Background: an optimization exercise with open tools, aiming at small area and a short achievable clock period. Do not read the settings as production practice.
In this exercise RTL edits were held to simulation tests only and were not proved equivalent to the original.

==> flow/design.v (outline; a module is shown in full before it is edited, if it fits) <==
// module cordicsqrt: 1158 lines
module cordicsqrt (
    input [15:0] N,
    input clk, in_valid,
    output [15:0] sqrt,
    output out_valid
  );
  // ...
==> flow/flow/run.sh <==
#!/bin/bash
set -o pipefail
export SETUP_SLACK_MARGIN=${MARGIN:-6.6}
bash standard.sh > standard.log 2>&1
==> flow/standard.sh <==
#!/bin/bash
# synth_recipe.tcl (not shown) runs the flow's synth.tcl, then flattens the netlist and writes it again
# the make line also repeats each setting of config.mk as NAME=value (left out here)
make -C /OpenROAD-flow-scripts/flow DESIGN_CONFIG=/design/flow/config.mk WORK_HOME=/design/flow/orfs CLKGATE_MAP_FILE= SYNTH_SCRIPT=/design/flow/synth_recipe.tcl "${@:-finish}"
==> flow/config.mk <==
export PLATFORM = sky130hd
export DESIGN_NAME = cordicsqrt
export DESIGN_NICKNAME = cordicsqrt
export VERILOG_FILES = /design/flow/design.v
export SDC_FILE = /design/flow/constraint.sdc
export NUM_CORES = 4
export LEC_CHECK = 0
export CAP_MARGIN = 20
export CORE_MARGIN = 2
export CORE_UTILIZATION = 40
export SLEW_MARGIN = 20
==> flow/constraint.sdc <==
create_clock -name core_clock -period 10.0 [get_ports {clk}]
set_input_delay 2.0000 -clock core_clock [delete_from_list [all_inputs] [get_ports {clk}]]
set_output_delay 2.0000 -clock core_clock [all_outputs]
set_load 0.01 [all_outputs]
==> results.json, run 1 <==
{
  "busiest_layer": "met2",
  "wl_per_cell_um": 14.3,
  "min_to": "v_q5",
  "num-multi-input-gates": 3873,
  "holdBufCountCts": 0,
  "cp-startpoint": "res_q21[9]",
  "rsz0062_at_grt": "yes",
  "bufAreaShareNonClock": 0.00774,
  "final_common_cell": "dfxtp_1",
  "crit_required_ns": 8.00,
  "numClockSinks": 950,
  "antenna_cells": 0,
  "cts_setup_buffers": 0,
  "final.clkbuf_count": 143,
  "use_met2": 0.264,
  "grt_util_met1": 0.204,
  "cts_resized": 27,
  "largest_reg_flops": 30,
  "setup_viol": 0,
  "cts_tree": "built",
  "timing.final.crit_period_ns": 3.33,
  "maxCapViolCount": 0,
  "final_nets": 6456,
  "outcome": "timing/DRC/antenna clean",
  "path_buf_inv": 1,
  "ys_top_cells_by_count": "950 x dfxtp_1, 683 x ha_1, 599 x inv_1",
  "post-route-period-util": 0.333,
  "final_cell_mix": "932 x dfxtp_1, 683 x ha_1, 596 x inv_1, 340 x nor2_1, 332 x a21oi_1",
  "regMostFlops": "ps_fa_q20",
  "cts_root_buf": "clkbuf_16",
  "die_x_um": 367,
  "final_cell_area_um2": 58800
}
==> run 2, diff against run 1 <==
--- a/flow/design.v
+++ b/flow/design.v
@@ -113,14 +113,11 @@
   wire [27:0] xr0_rb_54 = {xr0_ha_52_s, xr0_ha_51_s, xr0_fa_50_s, xr0_fa_49_s, xr0_fa_48_s, xr0_fa_47_s, xr0_fa_46_s, xr0_fa_45_s, xr0_fa_44_s, xr0_fa_43_s, xr0_fa_42_s, xr0_fa_41_s, xr0_fa_40_s, xr0_fa_39_s, xr0_fa_38_s, xr0_fa_37_s, xr0_fa_36_s, xr0_fa_35_s, xr0_ha_34_s, xr0_op_2[1], xr0_op_2[0], 1'b0, 1'b0, 1'b0, 1'b0, 1'b0, 1'b0, 1'b0};
-  wire [14:0] xr0_ha = xr0_ra_53[27:13];
-  wire [14:0] xr0_hb = xr0_rb_54[27:13];
-  wire [13:0] xr0_lo = {1'b0,xr0_ra_53[12:0]} + {1'b0,xr0_rb_54[12:0]};
-  wire [0:0] xr0_lc = xr0_lo[13];
+  wire [27:0] xr0_full = xr0_ra_53 + xr0_rb_54;
+  wire [14:0] xr0 = xr0_full[27:13];
   wire [4:0] c5 = (m_q2 >= 13'd8170) ? 5'd28 : (m_q2 >= 13'd8116) ? 5'd27 : (m_q2 >= 13'd8029) ? 5'd26 : (m_q2 >= 13'd7912) ? 5'd25 : (m_q2 >= 13'd7773) ? 5'd24 : (m_q2 >= 13'd7610) ? 5'd23 : (m_q2 >= 13'd7405) ? 5'd22 : (m_q2 >= 13'd7173) ? 5'd21 : (m_q2 >= 13'd6913) ? 5'd20 : (m_q2 >= 13'd6628) ? 5'd19 : (m_q2 >= 13'd6314) ? 5'd18 : (m_q2 >= 13'd5977) ? 5'd17 : (m_q2 >= 13'd5794) ? 5'd16 : (m_q2 >= 13'd5608) ? 5'd15 : (m_q2 >= 13'd5224) ? 5'd14 : (m_q2 >= 13'd4820) ? 5'd13 : (m_q2 >= 13'd4400) ? 5'd12 : (m_q2 >= 13'd3964) ? 5'd11 : (m_q2 >= 13'd3509) ? 5'd10 : (m_q2 >= 13'd3040) ? 5'd9 : (m_q2 >= 13'd2592) ? 5'd8 : (m_q2 >= 13'd2136) ? 5'd7 : (m_q2 >= 13'd1638) ? 5'd6 : (m_q2 >= 13'd1134) ? 5'd5 : (m_q2 >= 13'd629) ? 5'd4 : (m_q2 >= 13'd123) ? 5'd3 : 5'd2;
-  wire [14:0] xr0 = xr0_ha_q3 + xr0_hb_q3 + {14'd0,xr0_lc_q3};
-  wire [14:0] xr1_op_1 = xr0_q4;
-  wire [14:0] xr1_op_2 = xr0_q4;
-  wire [14:0] xr1_op_3 = xr0_q4;
-  wire [14:0] xr1_op_4 = xr0_q4;
-  wire [14:0] xr1_op_5 = xr0_q4;
-  wire [14:0] xr1_op_6 = xr0_q4;
+  wire [14:0] xr1_op_1 = xr0_q3;
+  wire [14:0] xr1_op_2 = xr0_q3;
+  wire [14:0] xr1_op_3 = xr0_q3;
+  wire [14:0] xr1_op_4 = xr0_q3;
+  wire [14:0] xr1_op_5 = xr0_q3;
+  wire [14:0] xr1_op_6 = xr0_q3;
   wire xr1_ha_7_s = xr1_op_1[7] ^ ~xr1_op_2[5];
@@ -259,10 +256,7 @@
   wire [28:0] xr1_rb_74 = {xr1_ha_72_s, xr1_ha_71_s, xr1_fa_70_s, xr1_fa_69_s, xr1_fa_68_s, xr1_fa_67_s, xr1_fa_66_s, xr1_fa_65_s, xr1_fa_64_s, xr1_fa_63_s, xr1_fa_62_s, xr1_fa_61_s, xr1_fa_60_s, xr1_fa_59_s, xr1_fa_58_s, xr1_fa_57_s, xr1_fa_56_s, xr1_fa_55_s, xr1_fa_54_s, xr1_fa_53_s, xr1_fa_52_s, xr1_fa_51_s, xr1_fa_50_s, xr1_fa_49_s, xr1_fa_48_s, xr1_ha_47_s, xr1_ha_46_s, 1'b0, 1'b0};
-  wire [14:0] xr1_ha = xr1_ra_73[28:14];
-  wire [14:0] xr1_hb = xr1_rb_74[28:14];
-  wire [14:0] xr1_lo = {1'b0,xr1_ra_73[13:0]} + {1'b0,xr1_rb_74[13:0]};
-  wire [0:0] xr1_lc = xr1_lo[14];
-  wire [14:0] xr1 = xr1_ha_q5 + xr1_hb_q5 + {14'd0,xr1_lc_q5};
-  wire [14:0] xr2_op_1 = xr1_q6;
-  wire [14:0] xr2_op_2 = xr1_q6;
-  wire [14:0] xr2_op_3 = xr1_q6;
+  wire [28:0] xr1_full = xr1_ra_73 + xr1_rb_74;
+  wire [14:0] xr1 = xr1_full[28:14];
+  wire [14:0] xr2_op_1 = xr1_q4;
+  wire [14:0] xr2_op_2 = xr1_q4;
+  wire [14:0] xr2_op_3 = xr1_q4;
   wire xr2_ha_4_s = ~xr2_op_1[11] ^ xr2_op_2[5];
@@ -301,5 +295,5 @@
   wire [14:0] xr2 = xr2_full[28:14];
-  wire [14:0] xr3_op_1 = xr2_q7;
-  wire [14:0] xr3_op_2 = xr2_q7;
-  wire [14:0] xr3_op_3 = xr2_q7;
+  wire [14:0] xr3_op_1 = xr2_q5;
+  wire [14:0] xr3_op_2 = xr2_q5;
+  wire [14:0] xr3_op_3 = xr2_q5;
   wire xr3_ha_4_s = ~xr3_op_1[14] ^ xr3_op_2[7];
@@ -338,5 +332,5 @@
   wire [14:0] xr3 = xr3_full[28:14];
-  wire [14:0] xr4_op_1 = xr3_q8;
-  wire [14:0] xr4_op_2 = xr3_q8;
-  wire [14:0] xr4_op_3 = xr3_q8;
+  wire [14:0] xr4_op_1 = xr3_q6;
+  wire [14:0] xr4_op_2 = xr3_q6;
+  wire [14:0] xr4_op_3 = xr3_q6;
   wire xr4_ha_4_s = ~xr4_op_1[14] ^ xr4_op_2[9];
@@ -375,5 +369,5 @@
   wire [14:0] xr4 = xr4_full[28:14];
-  wire [14:0] xr5_op_1 = xr4_q9;
-  wire [14:0] xr5_op_2 = xr4_q9;
-  wire [14:0] xr5_op_3 = xr4_q9;
+  wire [14:0] xr5_op_1 = xr4_q7;
+  wire [14:0] xr5_op_2 = xr4_q7;
+  wire [14:0] xr5_op_3 = xr4_q7;
   wire xr5_ha_4_s = ~xr5_op_1[14] ^ xr5_op_2[11];
@@ -413,3 +407,3 @@
   reg [15:0] vx5;
-  always @(*) case (c5_q10)
+  always @(*) case (c5_q8)
       5'd0: vx5 = 16'd65094;
@@ -449,3 +443,3 @@
   reg [14:0] vy5;
-  always @(*) case (c5_q10)
+  always @(*) case (c5_q8)
       5'd0: vy5 = 15'd26972;
@@ -485,3 +479,3 @@
   reg [13:0] rx5;
-  always @(*) case (c5_q10)
+  always @(*) case (c5_q8)
       5'd0: rx5 = 14'd2685;
@@ -521,3 +515,3 @@
   reg [14:0] ry5;
-  always @(*) case (c5_q10)
+  always @(*) case (c5_q8)
       5'd0: ry5 = 15'd19069;
@@ -556,112 +550,112 @@
     endcase
-  wire [10:0] e5 = xr5_q10[10:0] - vx5[10:0];
+  wire [10:0] e5 = xr5_q8[10:0] - vx5[10:0];
   wire [0:0] d5 = ~e5[10] & (|e5);
   wire [0:0] dn5 = e5[10] | ~(|e5);
-  wire [10:0] ep5 = e5 + {10'd0,xr5_q10[14]};
-  wire [9:0] ys6 = vy5_q11 >> 6;
-  wire [9:0] e6 = ep5_q11[9:0] + (ys6 ^ {10{d5_q11}}) + {9'd0,d5_q11};
+  wire [10:0] ep5 = e5 + {10'd0,xr5_q8[14]};
+  wire [9:0] ys6 = vy5_q9 >> 6;
+  wire [9:0] e6 = ep5_q9[9:0] + (ys6 ^ {10{d5_q9}}) + {9'd0,d5_q9};
   wire [0:0] d6 = ~e6[9] & (|e6);
   wire [0:0] dn6 = e6[9] | ~(|e6);
-  wire [15:0] xs6 = {{6{vx5_q11[15]}},vx5_q11[15:6]};
-  wire [15:0] vx6 = vx5_q11 + ({1'b0,vy5_q11} >> 6 ^ {16{dn5_q11}}) + {15'd0,dn5_q11};
-  wire [14:0] vy6 = vy5_q11 + (xs6[14:0] ^ {15{d5_q11}}) + {14'd0,d5_q11};
-  wire [14:0] rys6 = ry5_q11 >> 6;
-  wire [14:0] rxs6 = {1'b1,rx5_q11} >> 6;
-  wire [14:0] rxf6 = {1'b1,rx5_q11} + (~rys6 & {15{dn5_q11}}) + 15'd1;
-  wire [14:0] ry6 = ry5_q11 + (dn5_q11 ? rxs6 : {14'd0,ry5_q11[14]});
+  wire [15:0] xs6 = {{6{vx5_q9[15]}},vx5_q9[15:6]};
+  wire [15:0] vx6 = vx5_q9 + ({1'b0,vy5_q9} >> 6 ^ {16{dn5_q9}}) + {15'd0,dn5_q9};
+  wire [14:0] vy6 = vy5_q9 + (xs6[14:0] ^ {15{d5_q9}}) + {14'd0,d5_q9};
+  wire [14:0] rys6 = ry5_q9 >> 6;
+  wire [14:0] rxs6 = {1'b1,rx5_q9} >> 6;
+  wire [14:0] rxf6 = {1'b1,rx5_q9} + (~rys6 & {15{dn5_q9}}) + 15'd1;
+  wire [14:0] ry6 = ry5_q9 + (dn5_q9 ? rxs6 : {14'd0,ry5_q9[14]});
   wire [13:0] rx6 = rxf6[13:0];
-  wire [8:0] ys7 = vy6_q12 >> 7;
-  wire [8:0] e7 = e6_q12[8:0] + (ys7 ^ {9{d6_q12}}) + {8'd0,d6_q12};
+  wire [8:0] ys7 = vy6_q10 >> 7;
+  wire [8:0] e7 = e6_q10[8:0] + (ys7 ^ {9{d6_q10}}) + {8'd0,d6_q10};
   wire [0:0] d7 = ~e7[8] & (|e7);
   wire [0:0] dn7 = e7[8] | ~(|e7);
-  wire [15:0] xs7 = {{7{vx6_q12[15]}},vx6_q12[15:7]};
-  wire [15:0] vx7 = vx6_q12 + ({1'b0,vy6_q12} >> 7 ^ {16{dn6_q12}}) + {15'd0,dn6_q12};
-  wire [14:0] vy7 = vy6_q12 + (xs7[14:0] ^ {15{d6_q12}}) + {14'd0,d6_q12};
-  wire [14:0] rys7 = ry6_q12 >> 7;
-  wire [14:0] rxs7 = {1'b1,rx6_q12} >> 7;
-  wire [14:0] rxf7 = {1'b1,rx6_q12} + (~rys7 & {15{dn6_q12}}) + {14'd0,dn6_q12};
-  wire [14:0] ry7 = ry6_q12 + (rxs7 & {15{dn6_q12}});
+  wire [15:0] xs7 = {{7{vx6_q10[15]}},vx6_q10[15:7]};
+  wire [15:0] vx7 = vx6_q10 + ({1'b0,vy6_q10} >> 7 ^ {16{dn6_q10}}) + {15'd0,dn6_q10};
+  wire [14:0] vy7 = vy6_q10 + (xs7[14:0] ^ {15{d6_q10}}) + {14'd0,d6_q10};
+  wire [14:0] rys7 = ry6_q10 >> 7;
+  wire [14:0] rxs7 = {1'b1,rx6_q10} >> 7;
+  wire [14:0] rxf7 = {1'b1,rx6_q10} + (~rys7 & {15{dn6_q10}}) + {14'd0,dn6_q10};
+  wire [14:0] ry7 = ry6_q10 + (rxs7 & {15{dn6_q10}});
   wire [13:0] rx7 = rxf7[13:0];
-  wire [7:0] ys8 = vy7_q13 >> 8;
-  wire [7:0] e8 = e7_q13[7:0] + (ys8 ^ {8{d7_q13}}) + {7'd0,d7_q13};
+  wire [7:0] ys8 = vy7_q11 >> 8;
+  wire [7:0] e8 = e7_q11[7:0] + (ys8 ^ {8{d7_q11}}) + {7'd0,d7_q11};
   wire [0:0] d8 = ~e8[7] & (|e8);
   wire [0:0] dn8 = e8[7] | ~(|e8);
-  wire [15:0] xs8 = {{8{vx7_q13[15]}},vx7_q13[15:8]};
-  wire [15:0] vx8 = vx7_q13 + ({1'b0,vy7_q13} >> 8 ^ {16{dn7_q13}}) + {15'd0,dn7_q13};
-  wire [14:0] vy8 = vy7_q13 + (xs8[14:0] ^ {15{d7_q13}}) + {14'd0,d7_q13};
-  wire [14:0] rys8 = ry7_q13 >> 8;
-  wire [14:0] rxs8 = {1'b1,rx7_q13} >> 8;
-  wire [14:0] rxf8 = {1'b1,rx7_q13} + (rys8 & {15{d7_q13}});
-  wire [14:0] ry8 = ry7_q13 + (~rxs8 & {15{d7_q13}}) + {14'd0,d7_q13};
+  wire [15:0] xs8 = {{8{vx7_q11[15]}},vx7_q11[15:8]};
+  wire [15:0] vx8 = vx7_q11 + ({1'b0,vy7_q11} >> 8 ^ {16{dn7_q11}}) + {15'd0,dn7_q11};
+  wire [14:0] vy8 = vy7_q11 + (xs8[14:0] ^ {15{d7_q11}}) + {14'd0,d7_q11};
+  wire [14:0] rys8 = ry7_q11 >> 8;
+  wire [14:0] rxs8 = {1'b1,rx7_q11} >> 8;
+  wire [14:0] rxf8 = {1'b1,rx7_q11} + (rys8 & {15{d7_q11}});
+  wire [14:0] ry8 = ry7_q11 + (~rxs8 & {15{d7_q11}}) + {14'd0,d7_q11};
   wire [13:0] rx8 = rxf8[13:0];
-  wire [6:0] ys9 = vy8_q14 >> 9;
-  wire [6:0] e9 = e8_q14[6:0] + (ys9 ^ {7{d8_q14}}) + {6'd0,d8_q14};
+  wire [6:0] ys9 = vy8_q12 >> 9;
+  wire [6:0] e9 = e8_q12[6:0] + (ys9 ^ {7{d8_q12}}) + {6'd0,d8_q12};
   wire [0:0] d9 = ~e9[6] & (|e9);
   wire [0:0] dn9 = e9[6] | ~(|e9);
-  wire [15:0] xs9 = {{9{vx8_q14[15]}},vx8_q14[15:9]};
-  wire [15:0] vx9 = vx8_q14 + ({1'b0,vy8_q14} >> 9 ^ {16{dn8_q14}}) + {15'd0,dn8_q14};
-  wire [14:0] vy9 = vy8_q14 + (xs9[14:0] ^ {15{d8_q14}}) + {14'd0,d8_q14};
-  wire [14:0] rys9 = ry8_q14 >> 9;
-  wire [14:0] rxs9 = {1'b1,rx8_q14} >> 9;
-  wire [14:0] rxf9 = {1'b1,rx8_q14} + (rys9 & {15{d8_q14}});
-  wire [14:0] ry9 = ry8_q14 + (~rxs9 & {15{d8_q14}}) + {14'd0,d8_q14};
+  wire [15:0] xs9 = {{9{vx8_q12[15]}},vx8_q12[15:9]};
+  wire [15:0] vx9 = vx8_q12 + ({1'b0,vy8_q12} >> 9 ^ {16{dn8_q12}}) + {15'd0,dn8_q12};
+  wire [14:0] vy9 = vy8_q12 + (xs9[14:0] ^ {15{d8_q12}}) + {14'd0,d8_q12};
+  wire [14:0] rys9 = ry8_q12 >> 9;
+  wire [14:0] rxs9 = {1'b1,rx8_q12} >> 9;
+  wire [14:0] rxf9 = {1'b1,rx8_q12} + (rys9 & {15{d8_q12}});
+  wire [14:0] ry9 = ry8_q12 + (~rxs9 & {15{d8_q12}}) + {14'd0,d8_q12};
   wire [13:0] rx9 = rxf9[13:0];
-  wire [5:0] ys10 = vy9_q15 >> 10;
-  wire [5:0] e10 = e9_q15[5:0] + (ys10 ^ {6{d9_q15}}) + {5'd0,d9_q15};
+  wire [5:0] ys10 = vy9_q13 >> 10;
+  wire [5:0] e10 = e9_q13[5:0] + (ys10 ^ {6{d9_q13}}) + {5'd0,d9_q13};
   wire [0:0] d10 = ~e10[5] & (|e10);
   wire [0:0] dn10 = e10[5] | ~(|e10);
-  wire [15:0] xs10 = {{10{vx9_q15[15]}},vx9_q15[15:10]};
-  wire [15:0] vx10 = vx9_q15 + ({1'b0,vy9_q15} >> 10 ^ {16{dn9_q15}}) + {15'd0,dn9_q15};
-  wire [14:0] vy10 = vy9_q15 + (xs10[14:0] ^ {15{d9_q15}}) + {14'd0,d9_q15};
-  wire [14:0] rys10 = ry9_q15 >> 10;
-  wire [14:0] rxs10 = {1'b1,rx9_q15} >> 10;
-  wire [14:0] rxf10 = {1'b1,rx9_q15} + (rys10 & {15{d9_q15}});
-  wire [14:0] ry10 = ry9_q15 + (~rxs10 & {15{d9_q15}}) + {14'd0,d9_q15};
+  wire [15:0] xs10 = {{10{vx9_q13[15]}},vx9_q13[15:10]};
+  wire [15:0] vx10 = vx9_q13 + ({1'b0,vy9_q13} >> 10 ^ {16{dn9_q13}}) + {15'd0,dn9_q13};
+  wire [14:0] vy10 = vy9_q13 + (xs10[14:0] ^ {15{d9_q13}}) + {14'd0,d9_q13};
+  wire [14:0] rys10 = ry9_q13 >> 10;
+  wire [14:0] rxs10 = {1'b1,rx9_q13} >> 10;
+  wire [14:0] rxf10 = {1'b1,rx9_q13} + (rys10 & {15{d9_q13}});
+  wire [14:0] ry10 = ry9_q13 + (~rxs10 & {15{d9_q13}}) + {14'd0,d9_q13};
   wire [13:0] rx10 = rxf10[13:0];
-  wire [4:0] ys11 = vy10_q16 >> 11;
-  wire [4:0] e11 = e10_q16[4:0] + (ys11 ^ {5{d10_q16}}) + {4'd0,d10_q16};
+  wire [4:0] ys11 = vy10_q14 >> 11;
+  wire [4:0] e11 = e10_q14[4:0] + (ys11 ^ {5{d10_q14}}) + {4'd0,d10_q14};
   wire [0:0] d11 = ~e11[4] & (|e11);
   wire [0:0] dn11 = e11[4] | ~(|e11);
-  wire [15:0] xs11 = {{11{vx10_q16[15]}},vx10_q16[15:11]};
-  wire [15:0] vx11 = vx10_q16 + ({1'b0,vy10_q16} >> 11 ^ {16{dn10_q16}}) + {15'd0,dn10_q16};
-  wire [14:0] vy11 = vy10_q16 + (xs11[14:0] ^ {15{d10_q16}}) + {14'd0,d10_q16};
-  wire [14:0] rys11 = ry10_q16 >> 11;
-  wire [14:0] rxs11 = {1'b1,rx10_q16} >> 11;
-  wire [14:0] rxf11 = {1'b1,rx10_q16} + (rys11 & {15{d10_q16}});
-  wire [14:0] ry11 = ry10_q16 + (~rxs11 & {15{d10_q16}}) + {14'd0,d10_q16};
+  wire [15:0] xs11 = {{11{vx10_q14[15]}},vx10_q14[15:11]};
+  wire [15:0] vx11 = vx10_q14 + ({1'b0,vy10_q14} >> 11 ^ {16{dn10_q14}}) + {15'd0,dn10_q14};
+  wire [14:0] vy11 = vy10_q14 + (xs11[14:0] ^ {15{d10_q14}}) + {14'd0,d10_q14};
+  wire [14:0] rys11 = ry10_q14 >> 11;
+  wire [14:0] rxs11 = {1'b1,rx10_q14} >> 11;
+  wire [14:0] rxf11 = {1'b1,rx10_q14} + (rys11 & {15{d10_q14}});
+  wire [14:0] ry11 = ry10_q14 + (~rxs11 & {15{d10_q14}}) + {14'd0,d10_q14};
   wire [13:0] rx11 = rxf11[13:0];
-  wire [4:0] ys12 = vy11_q17 >> 12;
-  wire [4:0] e12 = e11_q17[4:0] + (ys12 ^ {5{d11_q17}}) + {4'd0,d11_q17};
+  wire [4:0] ys12 = vy11_q15 >> 12;
+  wire [4:0] e12 = e11_q15[4:0] + (ys12 ^ {5{d11_q15}}) + {4'd0,d11_q15};
   wire [0:0] d12 = ~e12[4] & (|e12);
   wire [0:0] dn12 = e12[4] | ~(|e12);
-  wire [15:0] xs12 = {{12{vx11_q17[15]}},vx11_q17[15:12]};
-  wire [15:0] vx12 = vx11_q17 + ({1'b0,vy11_q17} >> 12 ^ {16{dn11_q17}}) + {15'd0,dn11_q17};
-  wire [14:0] vy12 = vy11_q17 + (xs12[14:0] ^ {15{d11_q17}}) + {14'd0,d11_q17};
-  wire [14:0] rys12 = ry11_q17 >> 12;
-  wire [14:0] rxs12 = {1'b1,rx11_q17} >> 12;
-  wire [14:0] rxf12 = {1'b1,rx11_q17} + (~rys12 & {15{dn11_q17}}) + {14'd0,dn11_q17};
-  wire [14:0] ry12 = ry11_q17 + (rxs12 & {15{dn11_q17}});
+  wire [15:0] xs12 = {{12{vx11_q15[15]}},vx11_q15[15:12]};
+  wire [15:0] vx12 = vx11_q15 + ({1'b0,vy11_q15} >> 12 ^ {16{dn11_q15}}) + {15'd0,dn11_q15};
+  wire [14:0] vy12 = vy11_q15 + (xs12[14:0] ^ {15{d11_q15}}) + {14'd0,d11_q15};
+  wire [14:0] rys12 = ry11_q15 >> 12;
+  wire [14:0] rxs12 = {1'b1,rx11_q15} >> 12;
+  wire [14:0] rxf12 = {1'b1,rx11_q15} + (~rys12 & {15{dn11_q15}}) + {14'd0,dn11_q15};
+  wire [14:0] ry12 = ry11_q15 + (rxs12 & {15{dn11_q15}});
   wire [13:0] rx12 = rxf12[13:0];
-  wire [4:0] ys13 = vy12_q18 >> 13;
-  wire [4:0] e13 = e12_q18[4:0] + (ys13 ^ {5{d12_q18}}) + {4'd0,d12_q18};
+  wire [4:0] ys13 = vy12_q16 >> 13;
+  wire [4:0] e13 = e12_q16[4:0] + (ys13 ^ {5{d12_q16}}) + {4'd0,d12_q16};
   wire [0:0] d13 = ~e13[4] & (|e13);
   wire [0:0] dn13 = e13[4] | ~(|e13);
-  wire [14:0] rys13 = ry12_q18 >> 13;
-  wire [14:0] rxs13 = {1'b1,rx12_q18} >> 13;
-  wire [14:0] rxf13 = {1'b1,rx12_q18} + (~rys13 & {15{dn12_q18}}) + {14'd0,dn12_q18};
-  wire [14:0] ry13 = ry12_q18 + (rxs13 & {15{dn12_q18}});
+  wire [14:0] rys13 = ry12_q16 >> 13;
+  wire [14:0] rxs13 = {1'b1,rx12_q16} >> 13;
+  wire [14:0] rxf13 = {1'b1,rx12_q16} + (~rys13 & {15{dn12_q16}}) + {14'd0,dn12_q16};
+  wire [14:0] ry13 = ry12_q16 + (rxs13 & {15{dn12_q16}});
   wire [13:0] rx13 = rxf13[13:0];
-  wire [0:0] b14 = d13_q19 & ry13_q19[14];
-  wire [14:0] X13 = {1'b1,rx13_q19};
+  wire [0:0] b14 = d13_q17 & ry13_q17[14];
+  wire [14:0] X13 = {1'b1,rx13_q17};
   wire [14:0] ps_op_1 = X13;
   wire [14:0] ps_mx_2 = X13;
-  wire ps_p_3 = par_q19;
+  wire ps_p_3 = par_q17;
   wire [14:0] ps_mx_4 = X13;
-  wire ps_p_5 = par_q19;
+  wire ps_p_5 = par_q17;
   wire [14:0] ps_mx_6 = X13;
-  wire ps_p_7 = par_q19;
+  wire ps_p_7 = par_q17;
   wire [14:0] ps_mx_8 = X13;
-  wire ps_p_9 = par_q19;
+  wire ps_p_9 = par_q17;
   wire [14:0] ps_mx_10 = X13;
-  wire ps_p_11 = par_q19;
+  wire ps_p_11 = par_q17;
   wire ps_ha_12_s = ~ps_op_1[5] ^ (~ps_p_3 & ps_mx_2[0]);
@@ -676,4 +670,4 @@
   wire ps_fa_16_c = (ps_p_5 & (~ps_p_7 | ~ps_mx_6[0])) | (ps_p_5 & (ps_p_9 ? ~ps_mx_8[2] : ~ps_mx_8[1])) | ((~ps_p_7 | ~ps_mx_6[0]) & (ps_p_9 ? ~ps_mx_8[2] : ~ps_mx_8[1]));
-  wire ps_ha_17_s = (~ps_p_11 & ps_mx_10[3]) ^ (b14 & ~par_q19);
-  wire ps_ha_17_c = (~ps_p_11 & ps_mx_10[3]) & (b14 & ~par_q19);
+  wire ps_ha_17_s = (~ps_p_11 & ps_mx_10[3]) ^ (b14 & ~par_q17);
+  wire ps_ha_17_c = (~ps_p_11 & ps_mx_10[3]) & (b14 & ~par_q17);
   wire ps_fa_18_s = ps_p_5 ^ (~ps_p_7 | ~ps_mx_6[1]) ^ (ps_p_9 ? ~ps_mx_8[3] : ~ps_mx_8[2]);
@@ -684,4 +678,4 @@
   wire ps_fa_20_c = (ps_p_5 & (ps_p_7 ? ~ps_mx_6[2] : ~ps_mx_6[0])) | (ps_p_5 & (ps_p_9 ? ~ps_mx_8[4] : ~ps_mx_8[3])) | ((ps_p_7 ? ~ps_mx_6[2] : ~ps_mx_6[0]) & (ps_p_9 ? ~ps_mx_8[4] : ~ps_mx_8[3]));
-  wire ps_ha_21_s = (~ps_p_11 & ps_mx_10[5]) ^ (b14 & par_q19);
-  wire ps_ha_21_c = (~ps_p_11 & ps_mx_10[5]) & (b14 & par_q19);
+  wire ps_ha_21_s = (~ps_p_11 & ps_mx_10[5]) ^ (b14 & par_q17);
+  wire ps_ha_21_c = (~ps_p_11 & ps_mx_10[5]) & (b14 & par_q17);
   wire ps_fa_22_s = ps_p_5 ^ (ps_p_7 ? ~ps_mx_6[3] : ~ps_mx_6[1]) ^ (ps_p_9 ? ~ps_mx_8[5] : ~ps_mx_8[4]);
@@ -712,4 +706,4 @@
   wire ps_fa_34_c = (~ps_op_1[4] & (ps_p_5 ? ~ps_mx_4[1] : ps_mx_4[1])) | (~ps_op_1[4] & (ps_p_7 ? ~ps_mx_6[9] : ~ps_mx_6[7])) | ((ps_p_5 ? ~ps_mx_4[1] : ps_mx_4[1]) & (ps_p_7 ? ~ps_mx_6[9] : ~ps_mx_6[7]));
-  wire ps_fa_35_s = (ps_p_9 ? ~ps_mx_8[11] : ~ps_mx_8[10]) ^ (~ps_p_11 & ps_mx_10[12]) ^ (b14 & par_q19);
-  wire ps_fa_35_c = ((ps_p_9 ? ~ps_mx_8[11] : ~ps_mx_8[10]) & (~ps_p_11 & ps_mx_10[12])) | ((ps_p_9 ? ~ps_mx_8[11] : ~ps_mx_8[10]) & (b14 & par_q19)) | ((~ps_p_11 & ps_mx_10[12]) & (b14 & par_q19));
+  wire ps_fa_35_s = (ps_p_9 ? ~ps_mx_8[11] : ~ps_mx_8[10]) ^ (~ps_p_11 & ps_mx_10[12]) ^ (b14 & par_q17);
+  wire ps_fa_35_c = ((ps_p_9 ? ~ps_mx_8[11] : ~ps_mx_8[10]) & (~ps_p_11 & ps_mx_10[12])) | ((ps_p_9 ? ~ps_mx_8[11] : ~ps_mx_8[10]) & (b14 & par_q17)) | ((~ps_p_11 & ps_mx_10[12]) & (b14 & par_q17));
   wire ps_fa_36_s = (ps_p_5 ? ~ps_mx_4[2] : ps_mx_4[2]) ^ (ps_p_7 ? ~ps_mx_6[10] : ~ps_mx_6[8]) ^ (ps_p_9 ? ~ps_mx_8[12] : ~ps_mx_8[11]);
@@ -750,4 +744,4 @@
   wire ps_ha_53_c = ps_p_5 & (~ps_p_11 & ps_mx_10[0]);
-  wire ps_fa_54_s = (~ps_p_11 & ps_mx_10[1]) ^ (b14 & par_q19) ^ 1'b1;
-  wire ps_fa_54_c = ((~ps_p_11 & ps_mx_10[1]) & (b14 & par_q19)) | ((~ps_p_11 & ps_mx_10[1]) & 1'b1) | ((b14 & par_q19) & 1'b1);
+  wire ps_fa_54_s = (~ps_p_11 & ps_mx_10[1]) ^ (b14 & par_q17) ^ 1'b1;
+  wire ps_fa_54_c = ((~ps_p_11 & ps_mx_10[1]) & (b14 & par_q17)) | ((~ps_p_11 & ps_mx_10[1]) & 1'b1) | ((b14 & par_q17) & 1'b1);
   wire ps_fa_55_s = (~ps_p_11 & ps_mx_10[2]) ^ b14 ^ ps_ha_14_c;
@@ -806,4 +800,4 @@
   wire ps_ha_81_c = (ps_p_3 & ps_mx_2[14]) & ps_p_5;
-  wire ps_ha_82_s = ps_p_11 ^ (b14 & ~par_q19);
-  wire ps_ha_82_c = ps_p_11 & (b14 & ~par_q19);
+  wire ps_ha_82_s = ps_p_11 ^ (b14 & ~par_q17);
+  wire ps_ha_82_c = ps_p_11 & (b14 & ~par_q17);
   wire ps_fa_83_s = ps_ha_14_s ^ ps_ha_53_c ^ ps_fa_54_s;
@@ -868,7 +862,8 @@
   wire [29:0] ps_rb_113 = {ps_fa_111_s, ps_fa_110_s, ps_fa_109_s, ps_fa_108_s, ps_fa_107_s, ps_fa_106_s, ps_fa_105_s, ps_fa_104_s, ps_fa_103_s, ps_fa_102_s, ps_fa_101_s, ps_fa_100_s, ps_fa_99_s, ps_fa_98_s, ps_fa_97_s, ps_fa_96_s, ps_fa_95_s, ps_fa_94_s, ps_fa_93_s, ps_fa_92_s, ps_fa_91_s, ps_fa_90_s, ps_fa_89_s, ps_fa_88_s, ps_fa_87_s, ps_fa_86_s, ps_fa_85_s, ps_fa_84_s, ps_fa_83_s, ps_ha_82_s};
-  wire [29:0] ps_fa = ps_ra_112;
-  wire [29:0] ps_fb = ps_rb_113;
-  wire [29:0] ps_sum = ps_fa_q20 + ps_fb_q20;
-  wire [15:0] ps = ps_sum[29:14];
-  wire [15:0] res = ps >> sh_q20;
+  wire [15:0] ps_ha = ps_ra_112[29:14];
+  wire [15:0] ps_hb = ps_rb_113[29:14];
+  wire [14:0] ps_lo = {1'b0,ps_ra_112[13:0]} + {1'b0,ps_rb_113[13:0]};
+  wire [0:0] ps_lc = ps_lo[14];
+  wire [15:0] ps = ps_ha_q18 + ps_hb_q18 + {15'd0,ps_lc_q18};
+  wire [15:0] res = ps >> sh_q18;
   reg [15:0] N_q1;
@@ -913,6 +908,2 @@
   always @(posedge clk) v_q19 <= v_q18;
-  reg [0:0] v_q20;
-  always @(posedge clk) v_q20 <= v_q19;
-  reg [0:0] v_q21;
-  always @(posedge clk) v_q21 <= v_q20;
   reg [12:0] m_q2;
@@ -951,6 +942,2 @@
   always @(posedge clk) par_q17 <= par_q16;
-  reg [0:0] par_q18;
-  always @(posedge clk) par_q18 <= par_q17;
-  reg [0:0] par_q19;
-  always @(posedge clk) par_q19 <= par_q18;
   reg [3:0] sh_q2;
@@ -989,30 +976,14 @@
   always @(posedge clk) sh_q18 <= sh_q17;
-  reg [3:0] sh_q19;
-  always @(posedge clk) sh_q19 <= sh_q18;
-  reg [3:0] sh_q20;
-  always @(posedge clk) sh_q20 <= sh_q19;
-  reg [14:0] xr0_ha_q3;
-  always @(posedge clk) xr0_ha_q3 <= xr0_ha;
-  reg [14:0] xr0_hb_q3;
-  always @(posedge clk) xr0_hb_q3 <= xr0_hb;
-  reg [0:0] xr0_lc_q3;
-  always @(posedge clk) xr0_lc_q3 <= xr0_lc;
-  reg [14:0] xr0_q4;
-  always @(posedge clk) xr0_q4 <= xr0;
-  reg [14:0] xr1_ha_q5;
-  always @(posedge clk) xr1_ha_q5 <= xr1_ha;
-  reg [14:0] xr1_hb_q5;
-  always @(posedge clk) xr1_hb_q5 <= xr1_hb;
-  reg [0:0] xr1_lc_q5;
-  always @(posedge clk) xr1_lc_q5 <= xr1_lc;
-  reg [14:0] xr1_q6;
-  always @(posedge clk) xr1_q6 <= xr1;
-  reg [14:0] xr2_q7;
-  always @(posedge clk) xr2_q7 <= xr2;
-  reg [14:0] xr3_q8;
-  always @(posedge clk) xr3_q8 <= xr3;
-  reg [14:0] xr4_q9;
-  always @(posedge clk) xr4_q9 <= xr4;
-  reg [14:0] xr5_q10;
-  always @(posedge clk) xr5_q10 <= xr5;
+  reg [14:0] xr0_q3;
+  always @(posedge clk) xr0_q3 <= xr0;
+  reg [14:0] xr1_q4;
+  always @(posedge clk) xr1_q4 <= xr1;
+  reg [14:0] xr2_q5;
+  always @(posedge clk) xr2_q5 <= xr2;
+  reg [14:0] xr3_q6;
+  always @(posedge clk) xr3_q6 <= xr3;
+  reg [14:0] xr4_q7;
+  always @(posedge clk) xr4_q7 <= xr4;
+  reg [14:0] xr5_q8;
+  always @(posedge clk) xr5_q8 <= xr5;
   reg [4:0] c5_q3;
@@ -1029,130 +1000,128 @@
   always @(posedge clk) c5_q8 <= c5_q7;
-  reg [4:0] c5_q9;
-  always @(posedge clk) c5_q9 <= c5_q8;
-  reg [4:0] c5_q10;
-  always @(posedge clk) c5_q10 <= c5_q9;
-  reg [15:0] vx5_q11;
-  always @(posedge clk) vx5_q11 <= vx5;
-  reg [14:0] vy5_q11;
-  always @(posedge clk) vy5_q11 <= vy5;
-  reg [13:0] rx5_q11;
-  always @(posedge clk) rx5_q11 <= rx5;
-  reg [14:0] ry5_q11;
-  always @(posedge clk) ry5_q11 <= ry5;
-  reg [0:0] d5_q11;
-  always @(posedge clk) d5_q11 <= d5;
-  reg [0:0] dn5_q11;
-  always @(posedge clk) dn5_q11 <= dn5;
-  reg [10:0] ep5_q11;
-  always @(posedge clk) ep5_q11 <= ep5;
-  reg [9:0] e6_q12;
-  always @(posedge clk) e6_q12 <= e6;
-  reg [0:0] d6_q12;
-  always @(posedge clk) d6_q12 <= d6;
-  reg [0:0] dn6_q12;
-  always @(posedge clk) dn6_q12 <= dn6;
-  reg [15:0] vx6_q12;
-  always @(posedge clk) vx6_q12 <= vx6;
-  reg [14:0] vy6_q12;
-  always @(posedge clk) vy6_q12 <= vy6;
-  reg [8:0] e7_q13;
-  always @(posedge clk) e7_q13 <= e7;
-  reg [0:0] d7_q13;
-  always @(posedge clk) d7_q13 <= d7;
-  reg [0:0] dn7_q13;
-  always @(posedge clk) dn7_q13 <= dn7;
-  reg [15:0] vx7_q13;
-  always @(posedge clk) vx7_q13 <= vx7;
-  reg [14:0] vy7_q13;
-  always @(posedge clk) vy7_q13 <= vy7;
-  reg [7:0] e8_q14;
-  always @(posedge clk) e8_q14 <= e8;
-  reg [0:0] d8_q14;
-  always @(posedge clk) d8_q14 <= d8;
-  reg [0:0] dn8_q14;
-  always @(posedge clk) dn8_q14 <= dn8;
-  reg [15:0] vx8_q14;
-  always @(posedge clk) vx8_q14 <= vx8;
-  reg [14:0] vy8_q14;
-  always @(posedge clk) vy8_q14 <= vy8;
-  reg [6:0] e9_q15;
-  always @(posedge clk) e9_q15 <= e9;
-  reg [0:0] d9_q15;
-  always @(posedge clk) d9_q15 <= d9;
-  reg [0:0] dn9_q15;
-  always @(posedge clk) dn9_q15 <= dn9;
-  reg [15:0] vx9_q15;
-  always @(posedge clk) vx9_q15 <= vx9;
-  reg [14:0] vy9_q15;
-  always @(posedge clk) vy9_q15 <= vy9;
-  reg [5:0] e10_q16;
-  always @(posedge clk) e10_q16 <= e10;
-  reg [0:0] d10_q16;
-  always @(posedge clk) d10_q16 <= d10;
-  reg [0:0] dn10_q16;
-  always @(posedge clk) dn10_q16 <= dn10;
-  reg [15:0] vx10_q16;
-  always @(posedge clk) vx10_q16 <= vx10;
-  reg [14:0] vy10_q16;
-  always @(posedge clk) vy10_q16 <= vy10;
-  reg [4:0] e11_q17;
-  always @(posedge clk) e11_q17 <= e11;
-  reg [0:0] d11_q17;
-  always @(posedge clk) d11_q17 <= d11;
-  reg [0:0] dn11_q17;
-  always @(posedge clk) dn11_q17 <= dn11;
-  reg [15:0] vx11_q17;
-  always @(posedge clk) vx11_q17 <= vx11;
-  reg [14:0] vy11_q17;
-  always @(posedge clk) vy11_q17 <= vy11;
-  reg [4:0] e12_q18;
-  always @(posedge clk) e12_q18 <= e12;
-  reg [0:0] d12_q18;
-  always @(posedge clk) d12_q18 <= d12;
-  reg [0:0] dn12_q18;
-  always @(posedge clk) dn12_q18 <= dn12;
-  reg [14:0] vy12_q18;
-  always @(posedge clk) vy12_q18 <= vy12;
-  reg [0:0] d13_q19;
-  always @(posedge clk) d13_q19 <= d13;
-  reg [14:0] ry6_q12;
-  always @(posedge clk) ry6_q12 <= ry6;
-  reg [13:0] rx6_q12;
-  always @(posedge clk) rx6_q12 <= rx6;
-  reg [14:0] ry7_q13;
-  always @(posedge clk) ry7_q13 <= ry7;
-  reg [13:0] rx7_q13;
-  always @(posedge clk) rx7_q13 <= rx7;
-  reg [14:0] ry8_q14;
-  always @(posedge clk) ry8_q14 <= ry8;
-  reg [13:0] rx8_q14;
-  always @(posedge clk) rx8_q14 <= rx8;
-  reg [14:0] ry9_q15;
-  always @(posedge clk) ry9_q15 <= ry9;
-  reg [13:0] rx9_q15;
-  always @(posedge clk) rx9_q15 <= rx9;
-  reg [14:0] ry10_q16;
-  always @(posedge clk) ry10_q16 <= ry10;
-  reg [13:0] rx10_q16;
-  always @(posedge clk) rx10_q16 <= rx10;
-  reg [14:0] ry11_q17;
-  always @(posedge clk) ry11_q17 <= ry11;
-  reg [13:0] rx11_q17;
-  always @(posedge clk) rx11_q17 <= rx11;
-  reg [14:0] ry12_q18;
-  always @(posedge clk) ry12_q18 <= ry12;
-  reg [13:0] rx12_q18;
-  always @(posedge clk) rx12_q18 <= rx12;
-  reg [14:0] ry13_q19;
-  always @(posedge clk) ry13_q19 <= ry13;
-  reg [13:0] rx13_q19;
-  always @(posedge clk) rx13_q19 <= rx13;
-  reg [29:0] ps_fa_q20;
-  always @(posedge clk) ps_fa_q20 <= ps_fa;
-  reg [29:0] ps_fb_q20;
-  always @(posedge clk) ps_fb_q20 <= ps_fb;
-  reg [15:0] res_q21;
-  always @(posedge clk) res_q21 <= res;
-  assign sqrt = res_q21;
-  assign out_valid = v_q21;
+  reg [15:0] vx5_q9;
+  always @(posedge clk) vx5_q9 <= vx5;
+  reg [14:0] vy5_q9;
+  always @(posedge clk) vy5_q9 <= vy5;
+  reg [13:0] rx5_q9;
+  always @(posedge clk) rx5_q9 <= rx5;
+  reg [14:0] ry5_q9;
+  always @(posedge clk) ry5_q9 <= ry5;
+  reg [0:0] d5_q9;
+  always @(posedge clk) d5_q9 <= d5;
+  reg [0:0] dn5_q9;
+  always @(posedge clk) dn5_q9 <= dn5;
+  reg [10:0] ep5_q9;
+  always @(posedge clk) ep5_q9 <= ep5;
+  reg [9:0] e6_q10;
+  always @(posedge clk) e6_q10 <= e6;
+  reg [0:0] d6_q10;
+  always @(posedge clk) d6_q10 <= d6;
+  reg [0:0] dn6_q10;
+  always @(posedge clk) dn6_q10 <= dn6;
+  reg [15:0] vx6_q10;
+  always @(posedge clk) vx6_q10 <= vx6;
+  reg [14:0] vy6_q10;
+  always @(posedge clk) vy6_q10 <= vy6;
+  reg [8:0] e7_q11;
+  always @(posedge clk) e7_q11 <= e7;
+  reg [0:0] d7_q11;
+  always @(posedge clk) d7_q11 <= d7;
+  reg [0:0] dn7_q11;
+  always @(posedge clk) dn7_q11 <= dn7;
+  reg [15:0] vx7_q11;
+  always @(posedge clk) vx7_q11 <= vx7;
+  reg [14:0] vy7_q11;
+  always @(posedge clk) vy7_q11 <= vy7;
+  reg [7:0] e8_q12;
+  always @(posedge clk) e8_q12 <= e8;
+  reg [0:0] d8_q12;
+  always @(posedge clk) d8_q12 <= d8;
+  reg [0:0] dn8_q12;
+  always @(posedge clk) dn8_q12 <= dn8;
+  reg [15:0] vx8_q12;
+  always @(posedge clk) vx8_q12 <= vx8;
+  reg [14:0] vy8_q12;
+  always @(posedge clk) vy8_q12 <= vy8;
+  reg [6:0] e9_q13;
+  always @(posedge clk) e9_q13 <= e9;
+  reg [0:0] d9_q13;
+  always @(posedge clk) d9_q13 <= d9;
+  reg [0:0] dn9_q13;
+  always @(posedge clk) dn9_q13 <= dn9;
+  reg [15:0] vx9_q13;
+  always @(posedge clk) vx9_q13 <= vx9;
+  reg [14:0] vy9_q13;
+  always @(posedge clk) vy9_q13 <= vy9;
+  reg [5:0] e10_q14;
+  always @(posedge clk) e10_q14 <= e10;
+  reg [0:0] d10_q14;
+  always @(posedge clk) d10_q14 <= d10;
+  reg [0:0] dn10_q14;
+  always @(posedge clk) dn10_q14 <= dn10;
+  reg [15:0] vx10_q14;
+  always @(posedge clk) vx10_q14 <= vx10;
+  reg [14:0] vy10_q14;
+  always @(posedge clk) vy10_q14 <= vy10;
+  reg [4:0] e11_q15;
+  always @(posedge clk) e11_q15 <= e11;
+  reg [0:0] d11_q15;
+  always @(posedge clk) d11_q15 <= d11;
+  reg [0:0] dn11_q15;
+  always @(posedge clk) dn11_q15 <= dn11;
+  reg [15:0] vx11_q15;
+  always @(posedge clk) vx11_q15 <= vx11;
+  reg [14:0] vy11_q15;
+  always @(posedge clk) vy11_q15 <= vy11;
+  reg [4:0] e12_q16;
+  always @(posedge clk) e12_q16 <= e12;
+  reg [0:0] d12_q16;
+  always @(posedge clk) d12_q16 <= d12;
+  reg [0:0] dn12_q16;
+  always @(posedge clk) dn12_q16 <= dn12;
+  reg [14:0] vy12_q16;
+  always @(posedge clk) vy12_q16 <= vy12;
+  reg [0:0] d13_q17;
+  always @(posedge clk) d13_q17 <= d13;
+  reg [14:0] ry6_q10;
+  always @(posedge clk) ry6_q10 <= ry6;
+  reg [13:0] rx6_q10;
+  always @(posedge clk) rx6_q10 <= rx6;
+  reg [14:0] ry7_q11;
+  always @(posedge clk) ry7_q11 <= ry7;
+  reg [13:0] rx7_q11;
+  always @(posedge clk) rx7_q11 <= rx7;
+  reg [14:0] ry8_q12;
+  always @(posedge clk) ry8_q12 <= ry8;
+  reg [13:0] rx8_q12;
+  always @(posedge clk) rx8_q12 <= rx8;
+  reg [14:0] ry9_q13;
+  always @(posedge clk) ry9_q13 <= ry9;
+  reg [13:0] rx9_q13;
+  always @(posedge clk) rx9_q13 <= rx9;
+  reg [14:0] ry10_q14;
+  always @(posedge clk) ry10_q14 <= ry10;
+  reg [13:0] rx10_q14;
+  always @(posedge clk) rx10_q14 <= rx10;
+  reg [14:0] ry11_q15;
+  always @(posedge clk) ry11_q15 <= ry11;
+  reg [13:0] rx11_q15;
+  always @(posedge clk) rx11_q15 <= rx11;
+  reg [14:0] ry12_q16;
+  always @(posedge clk) ry12_q16 <= ry12;
+  reg [13:0] rx12_q16;
+  always @(posedge clk) rx12_q16 <= rx12;
+  reg [14:0] ry13_q17;
+  always @(posedge clk) ry13_q17 <= ry13;
+  reg [13:0] rx13_q17;
+  always @(posedge clk) rx13_q17 <= rx13;
+  reg [15:0] ps_ha_q18;
+  always @(posedge clk) ps_ha_q18 <= ps_ha;
+  reg [15:0] ps_hb_q18;
+  always @(posedge clk) ps_hb_q18 <= ps_hb;
+  reg [0:0] ps_lc_q18;
+  always @(posedge clk) ps_lc_q18 <= ps_lc;
+  reg [15:0] res_q19;
+  always @(posedge clk) res_q19 <= res;
+  assign sqrt = res_q19;
+  assign out_valid = v_q19;
 endmodule
==> flow/flow/run.sh (replaced) <==
#!/bin/bash
set -o pipefail
export SETUP_SLACK_MARGIN=${MARGIN:-6.5}
bash standard.sh > standard.log 2>&1
==> run 2 against run 1 <==
Wire length decreased by 2.3%. Register-to-register slack got worse by 0.98 ns. Critical endpoint is now xr1_q4[14]. Core utilization increased by 0.84 points.
==> results.json, run 2 <==
{
  "die_h_um": 360,
  "cp-startpoint": "xr0_q3[14]",
  "overflow": 0,
  "seq_area_frac_synth": 0.331,
  "pin_count": 35,
  "antenna_cells": 0,
  "post-route-period-util": 0.425,
  "maxCapViolCount": 0,
  "ant_nets": 0,
  "drc_errors": 0,
  "worst_setup_path_end_kind": "flop",
  "numClockSinks": 839,
  "yosysWarnings": 1,
  "fillCellCount": 11900,
  "timing.final.crit_period_ns": 4.25,
  "final_cell_mix": "808 x dfxtp_1, 671 x ha_1, 565 x inv_1, 368 x nor2_1, 304 x xnor2_1",
  "rsz0062_at_grt": "yes",
  "cts_tree": "built",
  "clk_latency_ns": 0.70,
  "setup_viol": 0,
  "cp_common_cell": "fa_1",
  "grt_pass1_vias": 36500,
  "holdBufCountCts": 0,
  "cp.arrival_ns": 4.82,
  "numCtsBuffers": 95,
  "cts_root_buf": "clkbuf_16",
  "cp-start-kind": "flop",
  "cp_cell_sequence": "inv_6, fa_1, inv_1, fa_1, inv_1, fa_1, inv_2, ha_4, and3_4, and3_4, a32oi_2, a21o_1, o211ai_1, o41ai_4, o21ai_2, o41ai_2, o21bai_1, xnor2_1",
  "wl_per_cell_um": 14.3,
  "synth_ff_type": "dfxtp_1",
  "timing.fmax_ghz": 0.236,
  "endpoint": "xr1_q4[14]",
  "worstReg2RegEnd": "xr1_q4[14]",
  "drive_gt1_frac": 0.0878,
  "regToRegStartpoint": "xr0_q3[14]",
  "tns_ns": 0,
  "reg2reg_slack_ns": 5.75,
  "final_common_cell": "dfxtp_1",
  "critical_path.top_delay_family": "adder cells",
  "outcome": "timing/DRC/antenna clean",
  "path_depth": 18,
  "final_nets": 6373,
  "htreeDepth": 3,
  "synth.avg_cell_area_um2": 9.38,
  "grt_usage": 0.159,
  "cts_buffer_depth": 3,
  "routed_wl_mm": 103,
  "synthCells": 5402,
  "synth_seq_cells": 839,
  "hold_class": "reg -> reg",
  "rows": 130,
  "worst_pin_slew_ns": 1.09,
  "synth_area_um2": 50700,
  "synth_edf_count": 0,
  "syn2layout_area_growth_pct": 13.3,
  "path_buf_inv": 4,
  "firstDrtPassIters": 6,
  "synth_fp_nets": 6273,
  "via_per_inst": 5.05,
  "dp.final_hpwl_mm": 79.4,
  "synth_async_sr_flop_share": 0,
  "yosysUniqueCellTypes": 107,
  "synth_area_leaders": "dfxtp_1 33%, ha_1 17%, fa_1 6.7%",
  "cpMaxStageDelayCell": "fa_1",
  "core_area_um2": 126000,
  "antenna_found_initial": 0,
  "vias": 36500,
  "dieArea_um2": 130000,
  "path_max_fanout": 3,
  "place_congestion": 0.868,
  "synthDominantCellAreaShare": 0.331,
  "hold_viol": 0,
  "portBuffers": 34,
  "clk_pin_slew_ns": 0.07,
  "fin_skew_ns": 0.0272,
  "grt_max_degree": 75,
  "max_stage_delay_ns": 0.52,
  "ys_top_cells_by_count": "839 x dfxtp_1, 683 x ha_1, 586 x inv_1",
  "drv_slew": 0,
  "synth.largest_area_cell": "dfxtp_1",
  "die_x_um": 360,
  "grt_pass1_wl_mm": 175,
  "start_util": 0.403,
  "synth_most_common_cell": "dfxtp_1",
  "worst_r2r_path_depth": 18,
  "crit_type": "reg -> reg",
  "crit_required_ns": 10.58,
  "max-slew-margin-rel": 0.272,
  "drtIter0Drc": 1850
}
-- run 2: what timing repair did --
item / in CTS / in global routing
gates resized for setup: 86 / 93
buffers inserted: 39 / 13
gates cloned: 3 / 0
endpoints found under the setup margin: 56 / 59
pin swaps: 40 / 23
-- run 2: area by class of cell --
class,count,area (um^2),area share
multi-input combinational,3869,31700,0.552
sequential,839,16900,0.294
clock buffer,116,2610,0.0454
inverter,591,2260,0.0393
tap,1650,2060,0.0360
timing repair buffer,106,1020,0.0177
clock inverter,62,896,0.0156
-- run 2: how the worst min path moves through the flow --
| stage | start | to | depth (start not counted) | slack (ns) |
|---|---|---|---|---|
| after detailed placement | par_q14 | par_q15 | 0 | 0.31 |
| final | sh_q10[3] | sh_q11[3] | 0 | 0.31 |
| after CTS | sh_q10[3] | sh_q11[3] | 0 | 0.32 |
| after floorplan | par_q16 | par_q17 | 0 | 0.31 |
| after global placement | sh_q4[3] | sh_q5[3] | 0 | 0.31 |
| after global routing | sh_q10[2] | sh_q11[2] | 0 | 0.32 |
-- run 2: worst register-to-register path, cell delays in order (launching register included) --
cell and delay (ns):
dfxtp_4 0.37, inv_6 0.04, fa_1 0.52, inv_1 0.04, fa_1 0.47, inv_1 0.05
fa_1 0.50, inv_2 0.05, ha_4 0.23, and3_4 0.17, and3_4 0.15, a32oi_2 0.19
a21o_1 0.15, o211ai_1 0.17, o41ai_4 0.34, o21ai_2 0.14, o41ai_2 0.28, o21bai_1 0.12
xnor2_1 0.14
-- run 2: kinds of logic (layout without fill, tap and decap cells) --
| family | count (synthesis) | after routing | synth area share |
|---|---|---|---|
| buf+inv | 694 | 875 | 0.0522 |
| fa+ha+maj | 853 | 853 | 0.236 |
| other cells | 1 | 1 | 0.0000740 |
| xor+xnor | 582 | 582 | 0.101 |
| compound gates | 1173 | 1173 | 0.155 |
| mux | 55 | 55 | 0.0125 |
| flops | 839 | 839 | 0.331 |
| simple gates | 1205 | 1205 | 0.113 |
-- run 2: per-layer routing --
| metal | up-vias | GRT usage | routed length, um |
|---|---|---|---|
| met2 | 564 | 0.288 | 51600 |
| met1 | 16900 | 0.193 | 45400 |
| li1 | 18800 | - | - |
| met4 | 0 | 0.0484 | 2700 |
| met3 | 204 | 0.0250 | 3780 |
| met5 | - | 0 | 0 |
-- run 2: through the flow --
step | util | worst slack (ns) | cells | instance area, um^2 | hold WS, ns
floorplan | - | 5.80 | 5402 | 50900 | 0.310
global placement | 0.421 | 5.43 | 7000 | 52900 | 0.310
detailed placement | 0.421 | 5.39 | 7000 | 52900 | 0.312
CTS | 0.453 | 5.75 | 7220 | 57000 | 0.317
global route | 0.457 | 5.57 | 7233 | 57400 | 0.320
finish | 0.457 | 5.75 | 7233 | 57400 | 0.309
==> run 3, diff against run 2 <==
==> flow/run.sh (new file) <==
#!/bin/bash
# synth_recipe.tcl (not shown) runs the flow's synth.tcl, then flattens the netlist and writes it again
# the make line also repeats each setting of config.mk as NAME=value (left out here)
make -C /OpenROAD-flow-scripts/flow DESIGN_CONFIG=/design/flow/config.mk WORK_HOME=/design/flow/orfs CLKGATE_MAP_FILE= SYNTH_SCRIPT=/design/flow/synth_recipe.tcl finish
removed: flow/flow/run.sh
removed: flow/standard.sh
==> run 3 against run 2 <==
Wire length shrank 2.4%. Highest routed layer unchanged. Synthesized cell count is the same. Register-to-register slack lost 0.48 ns. Core utilization shrank 0.84 points. Count of clock-buffer cells in the layout grew 2.
==> results.json, run 3 <==
{
  "hold_class": "reg -> reg",
  "cts_tree": "built",
  "yosysUniqueCellTypes": 107,
  "drv_slew": 0,
  "synth_most_common_cell": "dfxtp_1",
  "die_h_um": 360,
  "rsz0062_at_grt": "no",
  "cts_setup_buffers": 0,
  "wl_per_cell_um": 14.1,
  "whs_path_depth": 0,
  "setup_viol": 0,
  "crit_type": "reg -> reg",
  "portBuffers": 34,
  "outcome": "timing/DRC/antenna clean",
  "synthDominantCellAreaShare": 0.331,
  "crit_required_ns": 10.55,
  "numClockSinks": 839,
  "final_util": 0.448,
  "cts_resized": 0,
  "via_per_inst": 5.04,
  "timing.fmax_ghz": 0.211,
  "ys_top_cells_by_count": "839 x dfxtp_1, 683 x ha_1, 586 x inv_1",
  "grt_usage": 0.157,
  "vias": 36200,
  "syn2layout_area_growth_pct": 11.2,
  "htreeDepth": 3,
  "synth_area_leaders": "dfxtp_1 33%, ha_1 17%, fa_1 6.7%",
  "final_cell_area_um2": 56300,
  "clk_latency_ns": 0.68,
  "timing.final.crit_period_ns": 4.73,
  "rows": 130,
  "regArea_um2": 16800,
  "holdBufCountCts": 0,
  "synth_seq_cells": 839,
  "drc_errors": 0,
  "reg2reg_slack_ns": 5.27,
  "antenna_cells": 0,
  "final_cell_mix": "835 x dfxtp_1, 683 x ha_1, 586 x inv_1, 375 x nor2_1, 309 x xnor2_1",
  "grt_pass1_wl_mm": 173,
  "synth_area_um2": 50700,
  "dp.final_hpwl_mm": 79.2,
  "synth_edf_count": 0,
  "maxCapViolCount": 0,
  "routed_wl_mm": 101,
  "fillCellCount": 12100,
  "clk_pin_slew_ns": 0.06,
  "grt_pass1_vias": 36400,
  "ant_nets": 0,
  "cp.arrival_ns": 5.28,
  "die_x_um": 360,
  "multiInputGateArea_um2": 31200,
  "drive_gt1_frac": 0.0550,
  "post-route-period-util": 0.473,
  "cts_root_buf": "clkbuf_16",
  "tns_ns": 0,
  "grt_max_degree": 75,
  "overflow": 0,
  "worst_pin_slew_ns": 0.974,
  "hold_viol": 0,
  "dieArea_um2": 130000,
  "synthCells": 5402,
  "holdWs_ns": 0.320,
  "synth_ff_type": "dfxtp_1",
  "dpl-instance-area_um2": 52800,
  "final_nets": 6321,
  "worst_r2r_path_depth": 18,
  "max-slew-margin-rel": 0.348,
  "core_area_um2": 126000,
  "firstDrtPassIters": 8,
  "path_max_fanout": 6,
  "drtIter0Drc": 1985,
  "seq_area_frac_synth": 0.331,
  "synth_fp_nets": 6273,
  "antenna_found_initial": 0,
  "numCtsBuffers": 95,
  "final_common_cell": "dfxtp_1",
  "place_congestion": 0.857,
  "fin_skew_ns": 0.0307,
  "synth.largest_area_cell": "dfxtp_1",
  "cp-start-kind": "flop",
  "cts_buffer_depth": 3,
  "synth_async_sr_flop_share": 0,
  "synth.avg_cell_area_um2": 9.38,
  "pin_count": 35,
  "worst_setup_path_end_kind": "flop",
  "yosysWarnings": 1,
  "start_util": 0.403
}
-- run 3: cell count changes in the layout (fill, tap and decap cells not counted), moves of 9 or more --
| cell | change |
|---|---|
| inv_1 | +21 |
| clkdlybuf4s50_1 | +17 |
| clkinvlp_4 | -12 |
| ha_1 | +12 |
| dfxtp_4 | -19 |
| dfxtp_1 | +27 |
| inv_2 | -10 |
| buf_4 | -38 |
| a21oi_2 | -20 |
| ha_4 | -9 |
| a21oi_1 | +21 |
| dlygate4sd2_1 | -17 |
| o21ai_0 | +14 |
-- run 3: area by class of cell --
cell class                 instances  share of cell area
clock buffer                     118              0.0459
clock inverter                    57              0.0167
timing repair buffer              54             0.00884
multi-input combinational       3869               0.554
sequential                       839               0.298
tap                             1650              0.0366
inverter                         591              0.0394
-- run 3: cells by family (layout without fill, tap and decap cells) --
family / count (synthesis) / after routing / synth area share
DFF: 839 / 839 / 0.331
and+or+nand+nor: 1205 / 1205 / 0.113
buffers and inverters: 694 / 820 / 0.0522
muxes: 55 / 55 / 0.0125
adders and majority gates: 853 / 853 / 0.236
AOI/OAI and AO/OA: 1173 / 1173 / 0.155
other: 1 / 1 / 0.0000740
xor gates and xnor gates: 582 / 582 / 0.101
-- run 3: worst max-delay path, cell delays in order (launching register included) --
cell	delay (ns)
dfxtp_1	0.52
inv_1	0.13
fa_1	0.52
inv_1	0.05
fa_1	0.48
inv_1	0.05
fa_1	0.48
inv_1	0.04
ha_1	0.33
and3_1	0.20
and3_1	0.19
a32oi_1	0.22
a21o_1	0.15
o211ai_1	0.18
o41ai_4	0.36
o21ai_2	0.16
o41ai_2	0.31
o21bai_1	0.12
xnor2_1	0.13
-- run 3: per-stage QoR --
| step | std cells | worst slack (ns) |
|---|---|---|
| final | 7178 | 5.27 |
| after floorplan | 5402 | 5.73 |
| after global routing | 7178 | 4.94 |
| after detailed placement | 7002 | 5.30 |
| after global placement | 7002 | 5.30 |
| after CTS | 7177 | 5.27 |
-- run 3: metal layers --
layer / vias to the layer above / track usage / wire length, um
met2: 511 / 0.285 / 50400
met4: 0 / 0.0454 / 2510
met5: - / 0 / 0
met3: 178 / 0.0226 / 3240
li1: 18700 / - / -
met1: 16800 / 0.190 / 44900
-- run 3: final timing paths --
path | start | end
min reg2reg | c5_q3[0] | c5_q4[0]
min | c5_q3[0] | c5_q4[0]
max | xr0_q3[10] | xr1_q4[14]
max reg2reg | xr0_q3[10] | xr1_q4[14]

afterwards: timing with drivers on the ports:
No port has a modelled driver above. Below, the same layouts with a new extraction and two added sets of constraints. Step 1 sets driving cells, clkbuf_16 on the clock port and buf_2 on the other inputs (assumed; they add their load-dependent delay and slew). Step 2 times the ports against the registers' clock, not the clock port: input delays grow and output delays shrink by t, the midpoint of the rising clock arrivals with the driver on. a / b / c = ideal ports / drivers / drivers and shift; a / b = the first two.
run	t, ns	setup WS [ns]	worst hold slack (ns)
run 1	0.769	6.666 / 6.592 / 6.731	0.321 / 0.321 / 0.321
run 2	0.758	5.754 / 5.754 / 5.754	0.309 / 0.309 / 0.309
run 3	0.733	5.271 / 5.271 / 5.271	0.320 / 0.320 / 0.320
After both steps every run listed still meets setup and hold.
